This is an optimization exercise on Yosys and OpenROAD, whose aim is small area and a short achievable clock period, not a production implementation.
RTL that was checked went through simulation tests only; none was proved equivalent to the original.
Power figures rest on the tool's default switching activity, not on a simulated workload.

## Microprocessor
module Microprocessor(
    input clk,
    input reset,                  
    input interrupt,
    input [7:0] data_in,          
    output [7:0] data_out,        
    output [7:0] pm_addr,         
    input [23:0] pm_data,         
    output dm_en,                 
    output dm_we,                 
    output [7:0] dm_addr,         
    output [7:0] dm_wdata,        
    input [7:0] dm_rdata          
    );
For scale: ~1800 cells after synthesis, ~77 I/O pins.
==> module Flag_Unit, before the edit <==
module Flag_Unit(
    input  [7:0] rdata,
    input  [7:0] A_e, B_e,
    input        a_rd, b_rd,
    input  [7:0] data_in,
    input        sub, f_add, f_in, f_ls, f_rs, f_rsa,
    input  [3:0] lut,
    output       zero, cout
    );
wire [7:0] a = a_rd ? rdata : A_e;
wire [7:0] b = b_rd ? rdata : B_e;
wire [7:0] bx = b ^ {8{sub}};
wire [7:0] kin = {a[6:0] | bx[6:0], sub};
wire [7:0] zt  = a ^ bx ^ kin;
wire [2:0] s = b[2:0];
wire nb = ~|b[7:3];
wire [7:0] ls_keep, rs_keep, lu;    
genvar i;
generate for (i = 0; i < 8; i = i + 1) begin : sh
    assign ls_keep[i] = nb & (s <= 7 - i);
    assign rs_keep[i] = (nb & (s <= i)) | ((i == 7) ? f_rsa : 1'b0);
    assign lu[i] = lut[{a[i], b[i]}];
end endgenerate
wire [7:0] t = ({8{f_add}} & zt) | lu |
               ({8{f_in}}  & data_in) |
               ({8{f_ls}}  & a & ls_keep) |
               ({8{f_rs}}  & a & rs_keep);
Nor8 nz(.x(t), .y(zero));
Carry_Out co(.a(a), .b(b), .sub(sub), .cout(cout));
endmodule
==> module Nor8, before the edit <==
module Nor8(input [7:0] x, output y);
wire [3:0] u;
wire [1:0] v;
Gate_Nor2  g0(.a(x[0]), .b(x[1]), .y(u[0]));
Gate_Nor2  g1(.a(x[2]), .b(x[3]), .y(u[1]));
Gate_Nor2  g2(.a(x[4]), .b(x[5]), .y(u[2]));
Gate_Nor2  g3(.a(x[6]), .b(x[7]), .y(u[3]));
Gate_Nand2 g4(.a(u[0]), .b(u[1]), .y(v[0]));
Gate_Nand2 g5(.a(u[2]), .b(u[3]), .y(v[1]));
Gate_Nor2  g6(.a(v[0]), .b(v[1]), .y(y));
endmodule
==> module Gate_Nor2, before the edit <==
module Gate_Nor2(input a, b, output y);
assign y = ~(a | b);
endmodule
==> module Gate_Nand2, before the edit <==
module Gate_Nand2(input a, b, output y);
assign y = ~(a & b);
endmodule
==> flow/config.mk <==
export PLATFORM = sky130hd
export DESIGN_NAME = Microprocessor
export DESIGN_NICKNAME = Microprocessor
export VERILOG_FILES = /design/flow/design.v
export SDC_FILE = /design/flow/constraint.sdc
export NUM_CORES = 4
export LEC_CHECK = 0
export CAP_MARGIN = 20
export CORE_MARGIN = 2
export CORE_UTILIZATION = 70
export SETUP_SLACK_MARGIN = 5.0
export SLEW_MARGIN = 20
export SYNTH_HIERARCHICAL = 1
==> flow/constraint.sdc <==
create_clock -name core_clock -period 12.5 [get_ports {clk}]
set_input_delay 2.5000 -clock core_clock [delete_from_list [all_inputs] [get_ports {clk}]]
set_output_delay 2.5000 -clock core_clock [all_outputs]
set_load 0.01 [all_outputs]
run.sh (not shown) runs the stock make flow with config.mk's settings and CLKGATE_MAP_FILE= SYNTH_SCRIPT=/design/flow/synth_recipe.tcl, a recipe that flattens the netlist after the stock synthesis.
The starting point completed without violations.
==> next run, changes <==
--- a/flow/design.v
+++ b/flow/design.v
@@ -239,26 +239,9 @@
                ({8{f_in}}  & data_in) |
                ({8{f_ls}}  & a & ls_keep) |
                ({8{f_rs}}  & a & rs_keep);
-Nor8 nz(.x(t), .y(zero));
+assign zero = ~|t;
 Carry_Out co(.a(a), .b(b), .sub(sub), .cout(cout));
 endmodule
-module Nor8(input [7:0] x, output y);
-wire [3:0] u;
-wire [1:0] v;
-Gate_Nor2  g0(.a(x[0]), .b(x[1]), .y(u[0]));
-Gate_Nor2  g1(.a(x[2]), .b(x[3]), .y(u[1]));
-Gate_Nor2  g2(.a(x[4]), .b(x[5]), .y(u[2]));
-Gate_Nor2  g3(.a(x[6]), .b(x[7]), .y(u[3]));
-Gate_Nand2 g4(.a(u[0]), .b(u[1]), .y(v[0]));
-Gate_Nand2 g5(.a(u[2]), .b(u[3]), .y(v[1]));
-Gate_Nor2  g6(.a(v[0]), .b(v[1]), .y(y));
-endmodule
-module Gate_Nor2(input a, b, output y);
-assign y = ~(a | b);
-endmodule
-module Gate_Nand2(input a, b, output y);
-assign y = ~(a & b);
-endmodule
 module Carry_Out(
     input  [7:0] a, b,
     input        sub,
Area after synthesis goes down by 0.64%.
Routed wire length goes up by 0.73%.
Fmax goes down by 1.7%.
Setup slack degrades by 0.13 ns.
Synthesized cell count is about the same.
Non-clock buffer count goes down by 4.


The RTL this note starts from:
==> flow/design.v <==
`timescale 1ns / 1ps
module Microprocessor(
    input clk,
    input reset,                  
    input interrupt,
    input [7:0] data_in,          
    output [7:0] data_out,        
    output [7:0] pm_addr,         
    input [23:0] pm_data,         
    output dm_en,                 
    output dm_we,                 
    output [7:0] dm_addr,         
    output [7:0] dm_wdata,        
    input [7:0] dm_rdata          
    );
reg  [23:0] ins_prv;         
reg  [7:0]  pc_q;            
reg         rst_q;           
reg  [7:0]  ret_q;           
reg         int_q;           
reg         stall_q;         
reg         jt2, jt4;        
reg         ld1;             
reg  [4:0]  op_dec;
reg  [4:0]  RA_dec, RW_dec;
reg  [7:0]  imm;             
reg  [7:0]  AR;              
reg  [4:0]  RW_ex, RW_dm, RW_wb;
reg  [7:0]  ans_ex, ex_out, ans_wb;
reg  [7:0]  dout_q, dm_data_q;
reg  [1:0]  flag_q;          
reg         mem_rw_ex, mem_en_ex, msel_ex, msel_dm;
reg  [7:0]  rf [0:31];
wire [23:0] ins_raw = stall_q ? ins_prv : pm_data;
wire [23:0] ins = reset ? ins_raw : 24'd0;
wire [4:0]  op = ins[23:19];
wire is_cj  = op[4] & op[3] & op[2];
wire is_jmp = (op == 5'b11000);
wire is_ret = (op == 5'b10000);
wire is_ld  = (op == 5'b10100);
wire is_hlt = (op == 5'b10001);
wire stall;
wire [7:0] ret_addr;
wire [31:0] sel_a, sel_b;
wire [7:0] rd_a, rd_b;
Read_Decode dec_a(.idx(ins_raw[13:9]), .sel(sel_a));
Read_Decode dec_b(.idx(imm[7:3]), .sel(sel_b));
genvar gi, gr;
generate for (gi = 0; gi < 8; gi = gi + 1) begin : rdbit
    wire [31:0] col;
    for (gr = 0; gr < 32; gr = gr + 1) begin : row
        assign col[gr] = rf[gr][gi];
    end
    Read_Select rsa(.d(col), .sel(sel_a), .y(rd_a[gi]));
    Read_Select rsb(.d(col), .sel(sel_b), .y(rd_b[gi]));
end endgenerate
wire [7:0] ans_dm = msel_dm ? dm_rdata : ex_out;
wire [4:0] RB_dec = imm[7:3];
wire imm_sel = ~op_dec[4] & op_dec[3];
wire a_ex = (RA_dec == RW_ex);
wire a_dm = ~a_ex & (RA_dec == RW_dm);
wire [7:0] A_e = a_ex ? ans_ex : a_dm ? ex_out : (RA_dec == RW_wb) ? ans_wb : AR;
wire a_rd = a_dm & msel_dm;
wire b_ex = (RB_dec == RW_ex);
wire b_dm = ~b_ex & (RB_dec == RW_dm);
wire [7:0] B_e = imm_sel ? imm : b_ex ? ans_ex : b_dm ? ex_out : rd_b;
wire b_rd = ~imm_sel & b_dm & msel_dm;
wire [7:0] A = a_rd ? dm_rdata : A_e;
wire [7:0] B = b_rd ? dm_rdata : B_e;
wire [7:0] ans_tmp;
wire flag_z, flag_c;
wire [7:0] cur_addr;
wire is_addsub = ~op_dec[4] & ~op_dec[2] & ~op_dec[1];
wire f_mov = ~op_dec[4] & (op_dec[2:0] == 3'b010);
wire f_and = ~op_dec[4] & (op_dec[2:0] == 3'b100);
wire f_or  = ~op_dec[4] & (op_dec[2:0] == 3'b101);
wire f_xor = ~op_dec[4] & (op_dec[2:0] == 3'b110);
wire f_not = ~op_dec[4] & (op_dec[2:0] == 3'b111);
wire f_in  = (op_dec == 5'b10110);
wire f_ls  = (op_dec == 5'b11001);
wire f_rs  = (op_dec == 5'b11010) | (op_dec == 5'b11011);
wire f_rsa = (op_dec == 5'b11011);
wire op_j  = op_dec[4] & op_dec[3] & op_dec[2];
wire z_off = (op_dec == 5'b10000) | (op_dec == 5'b10001) | (op_dec == 5'b10100) |
             (op_dec == 5'b10101) | (op_dec == 5'b10111) | (op_dec == 5'b11000);
ALU_Result alu(.A(A), .B(B), .op_dec(op_dec), .data_in(data_in), .ans_ex(ans_ex), .ans_tmp(ans_tmp));
Flag_Unit flags(
    .rdata(dm_rdata), .A_e(A_e), .B_e(B_e), .a_rd(a_rd), .b_rd(b_rd), .data_in(data_in),
    .sub(op_dec[0]), .f_add(is_addsub), .f_mov(f_mov), .f_and(f_and), .f_or(f_or), .f_xor(f_xor),
    .f_not(f_not), .f_in(f_in), .f_ls(f_ls), .f_rs(f_rs), .f_rsa(f_rsa),
    .op_j(op_j), .z_off(z_off), .flag_q(flag_q), .flag_z(flag_z), .flag_c(flag_c));
Next_Address nxt(
    .ins(ins), .flag_z(flag_z), .flag_c(flag_c), .reset(reset), .jt4(jt4), .ld1(ld1), .int_q(int_q),
    .pc_q(pc_q), .rst_q(rst_q), .ret_q(ret_q),
    .stall(stall), .ret_addr(ret_addr), .cur_addr(cur_addr));
wire mask = is_jmp | is_cj | ld1;
always @(posedge clk) begin
    ins_prv <= ins_raw;
    pc_q    <= cur_addr;
    rst_q   <= reset;
    ret_q   <= reset ? ret_addr : 8'd0;
    int_q   <= reset & interrupt;
    stall_q <= reset & stall;
    jt2     <= reset & is_cj & ~jt4;
    jt4     <= reset & jt2;
    ld1     <= reset & is_ld & ~ld1;
    op_dec  <= op;
    RA_dec  <= mask ? 5'd0 : ins[13:9];
    RW_dec  <= mask ? 5'd0 : ins[18:14];
    imm     <= ins[8:1];
    AR      <= rd_a;
    RW_ex   <= reset ? RW_dec : 5'd0;
    RW_dm   <= reset ? RW_ex : 5'd0;
    RW_wb   <= reset ? RW_dm : 5'd0;
    ans_ex  <= reset ? ans_tmp : 8'd0;
    ex_out  <= reset ? ans_ex : 8'd0;
    ans_wb  <= reset ? ans_dm : 8'd0;
    dout_q  <= reset ? ((op_dec == 5'b10111) ? A : dout_q) : 8'd0;
    dm_data_q <= B;
    flag_q  <= reset ? {flag_z, flag_c} : 2'd0;
    mem_rw_ex <= reset & op_dec[0];
    mem_en_ex <= reset & (ld1 | (op_dec == 5'b10101));
    msel_ex   <= reset & ld1;
    msel_dm   <= reset & msel_ex;
    rf[RW_dm] <= ans_dm;
end
assign pm_addr  = cur_addr;
assign data_out = dout_q;
assign dm_en    = mem_en_ex;
assign dm_we    = mem_rw_ex;
assign dm_addr  = ans_ex;
assign dm_wdata = dm_data_q;
endmodule
module ALU_Result(
    input  [7:0] A, B,
    input  [4:0] op_dec,
    input  [7:0] data_in,
    input  [7:0] ans_ex,
    output [7:0] ans_tmp
    );
wire sub = op_dec[0];
wire [7:0] sum = A + (B ^ {8{sub}}) + {7'd0, sub};
wire big = |B[7:3];
wire fill = op_dec[1] & op_dec[0] & A[7];
wire [15:0] rsh = {{8{fill}}, A} >> B[2:0];
wire [7:0] shr = big ? {8{fill}} : rsh[7:0];
wire [7:0] shl = big ? 8'd0 : (A << B[2:0]);
reg [7:0] res;
always @* begin
    casez (op_dec)
        5'b0?000, 5'b0?001: res = sum;
        5'b0?010: res = B;
        5'b0?100: res = A & B;
        5'b0?101: res = A | B;
        5'b0?110: res = A ^ B;
        5'b0?111: res = ~B;
        5'b1010?: res = A;
        5'b10110: res = data_in;
        5'b11001: res = shl;
        5'b11010, 5'b11011: res = shr;
        5'b10000, 5'b10001, 5'b10111, 5'b11000, 5'b111??: res = ans_ex;
        default:  res = 8'd0;
    endcase
end
assign ans_tmp = res;
endmodule
module Flag_Unit(
    input  [7:0] rdata,
    input  [7:0] A_e, B_e,
    input        a_rd, b_rd,
    input  [7:0] data_in,
    input        sub, f_add, f_mov, f_and, f_or, f_xor, f_not, f_in, f_ls, f_rs, f_rsa,
    input        op_j, z_off,
    input  [1:0] flag_q,
    output       flag_z, flag_c
    );
wire [7:0] a = a_rd ? rdata : A_e;
wire [7:0] b = b_rd ? rdata : B_e;
wire [7:0] bx = b ^ {8{sub}};
wire [7:0] kin = {a[6:0] | bx[6:0], sub};
wire [7:0] zt  = a ^ bx ^ kin;
wire [2:0] s = b[2:0];
wire nb = ~|b[7:3];
wire [7:0] ls_keep, rs_keep;    
genvar i;
generate for (i = 0; i < 8; i = i + 1) begin : sh
    assign ls_keep[i] = nb & (s <= 7 - i);
    assign rs_keep[i] = (nb & (s <= i)) | ((i == 7) ? f_rsa : 1'b0);
end endgenerate
wire [7:0] t = ({8{f_add}} & zt) |
               ({8{f_mov}} & b) |
               ({8{f_and}} & a & b) |
               ({8{f_or}}  & (a | b)) |
               ({8{f_xor}} & (a ^ b)) |
               ({8{f_not}} & ~b) |
               ({8{f_in}}  & data_in) |
               ({8{f_ls}}  & a & ls_keep) |
               ({8{f_rs}}  & a & rs_keep);
wire zero = ~|t;
wire [7:0] g = a & bx;
wire [7:0] p = a | bx;
wire g0 = g[0] | (p[0] & sub);
wire g10 = g[1] | (p[1] & g0);
wire g32 = g[3] | (p[3] & g[2]);
wire p32 = p[3] & p[2];
wire g54 = g[5] | (p[5] & g[4]);
wire p54 = p[5] & p[4];
wire g76 = g[7] | (p[7] & g[6]);
wire p76 = p[7] & p[6];
wire g30 = g32 | (p32 & g10);
wire g74 = g76 | (p76 & g54);
wire p74 = p76 & p54;
wire cout = g74 | (p74 & g30);
assign flag_z = op_j ? flag_q[1] : (~z_off & zero);
assign flag_c = op_j ? flag_q[0] : (f_add & cout);
endmodule
module Next_Address(
    input  [23:0] ins,
    input        flag_z, flag_c,
    input        reset, jt4, ld1, int_q,
    input  [7:0] pc_q,
    input        rst_q,
    input  [7:0] ret_q,
    output       stall,
    output [7:0] ret_addr,
    output [7:0] cur_addr
    );
wire [4:0] op = ins[23:19];
wire is_cj  = op[4] & op[3] & op[2];
wire is_jmp = (op == 5'b11000);
wire is_ret = (op == 5'b10000);
wire is_ld  = (op == 5'b10100);
wire is_hlt = (op == 5'b10001);
assign stall = (is_cj & ~jt4) | (is_ld & ~ld1) | is_hlt;
wire [7:0] next_addr = rst_q ? pc_q + 8'd1 : 8'd0;
assign ret_addr = int_q ? next_addr : ret_q;
wire [7:0] seq_addr  = stall ? pc_q : next_addr;
wire [7:0] jmp_loc   = is_ret ? ret_addr : (int_q ? 8'hf0 : ins[7:0]);
wire       uncond    = is_jmp | is_ret | int_q;
wire fsel  = ins[20] ? flag_z : flag_c;     
wire tk1   = uncond | (is_cj & ~ins[19]);   
wire tk0   = uncond | (is_cj &  ins[19]);   
wire [7:0] addr1 = reset ? (tk1 ? jmp_loc : seq_addr) : 8'd0;
wire [7:0] addr0 = reset ? (tk0 ? jmp_loc : seq_addr) : 8'd0;
assign cur_addr = fsel ? addr1 : addr0;
endmodule
module Read_Decode(input [4:0] idx, output [31:0] sel);
assign sel = 32'd1 << idx;
endmodule
module Read_Select(input [31:0] d, input [31:0] sel, output y);
assign y = |(d & sel);
endmodule
make LEC_CHECK=0 CAP_MARGIN=20 CORE_MARGIN=2 CORE_UTILIZATION=70 CTS_BUF_LIST=sky130_fd_sc_hd__clkbuf_4 SETUP_SLACK_MARGIN=5.0 SLEW_MARGIN=20 SYNTH_HIERARCHICAL=1 finish   # period 12.5 ns
Then changed:
--- a/flow/design.v
+++ b/flow/design.v
@@ -23,9 +23,9 @@
 reg         ld1;             
 reg  [4:0]  op_dec;
 reg  [4:0]  RA_dec, RW_dec;
 reg  [7:0]  imm;             
-reg  [7:0]  AR;              
+reg  [7:0]  AR, BR;          
 reg  [4:0]  RW_ex, RW_dm, RW_wb;
 reg  [7:0]  ans_ex, ex_out, ans_wb;
 reg  [7:0]  dout_q, dm_data_q;
 reg  [1:0]  flag_q;          
@@ -43,9 +43,9 @@
 wire [7:0] ret_addr;
 wire [31:0] sel_a, sel_b;
 wire [7:0] rd_a, rd_b;
 Read_Decode dec_a(.idx(ins_raw[13:9]), .sel(sel_a));
-Read_Decode dec_b(.idx(imm[7:3]), .sel(sel_b));
+Read_Decode dec_b(.idx(ins_raw[8:4]), .sel(sel_b));
 genvar gi, gr;
 generate for (gi = 0; gi < 8; gi = gi + 1) begin : rdbit
     wire [31:0] col;
     for (gr = 0; gr < 32; gr = gr + 1) begin : row
@@ -62,9 +62,9 @@
 wire [7:0] A_e = a_ex ? ans_ex : a_dm ? ex_out : (RA_dec == RW_wb) ? ans_wb : AR;
 wire a_rd = a_dm & msel_dm;
 wire b_ex = (RB_dec == RW_ex);
 wire b_dm = ~b_ex & (RB_dec == RW_dm);
-wire [7:0] B_e = imm_sel ? imm : b_ex ? ans_ex : b_dm ? ex_out : rd_b;
+wire [7:0] B_e = imm_sel ? imm : b_ex ? ans_ex : b_dm ? ex_out : (RB_dec == RW_wb) ? ans_wb : BR;
 wire b_rd = ~imm_sel & b_dm & msel_dm;
 wire [7:0] A = a_rd ? dm_rdata : A_e;
 wire [7:0] B = b_rd ? dm_rdata : B_e;
 wire [7:0] ans_tmp;
@@ -108,8 +108,9 @@
     RA_dec  <= mask ? 5'd0 : ins[13:9];
     RW_dec  <= mask ? 5'd0 : ins[18:14];
     imm     <= ins[8:1];
     AR      <= rd_a;
+    BR      <= rd_b;
     RW_ex   <= reset ? RW_dec : 5'd0;
     RW_dm   <= reset ? RW_ex : 5'd0;
     RW_wb   <= reset ? RW_dm : 5'd0;
     ans_ex  <= reset ? ans_tmp : 8'd0;
Result:
- worst hold slack gets worse by 0.0097 ns
- total power increases by a little under a tenth
- global-route usage increases by 0.79 points
- via count increases by a few percent
- design area increases by a few percent
- combinational power increases by roughly a tenth
- die area increases by a few percent
- utilization barely changes
- fmax increases by roughly a tenth
- setup slack gets better by 1.1 ns
- sequential cell count increases by 8
- count of clock-buffer cells in the layout increases by 11
- clock skew increases by 0.017 ns
Function was not checked in any run of this note: the RTL went through the layout flow alone.

## port drivers added, routing unchanged
In the flow no input, the clock included, has a driving cell. The finished layouts below were timed again as built, in two steps.
Step 1 sets driving cells, clkbuf_16 on the clock port and buf_2 on the other inputs (assumed; they add their load-dependent delay and slew).
Step 2 also shifts input and output timing later by t, the mid clock arrival at the registers, as if the neighbouring blocks saw the same clock.
Three values: ideal, step 1, step 2; two values: the first two.
run	shift t [ns]	setup slack, ns	hold slack, ns
the first run of note 1	0.587	5.010 / 4.983 / 4.983	0.439 / 0.439 / 0.439
the second run of note 1	0.602	4.879 / 4.839 / 4.839	0.427 / 0.427 / 0.427
the first run of note 2	0.818	3.275 / 3.225 / 3.462	0.447 / 0.447 / 0.447
the second run of note 2	0.829	4.368 / 4.312 / 4.345	0.437 / 0.437 / 0.437
After both steps setup and hold are still met in every run listed. The setup slack of the second run of note 1, which loses most, moves by -0.040 ns with the drivers and by -0.040 ns with both steps.
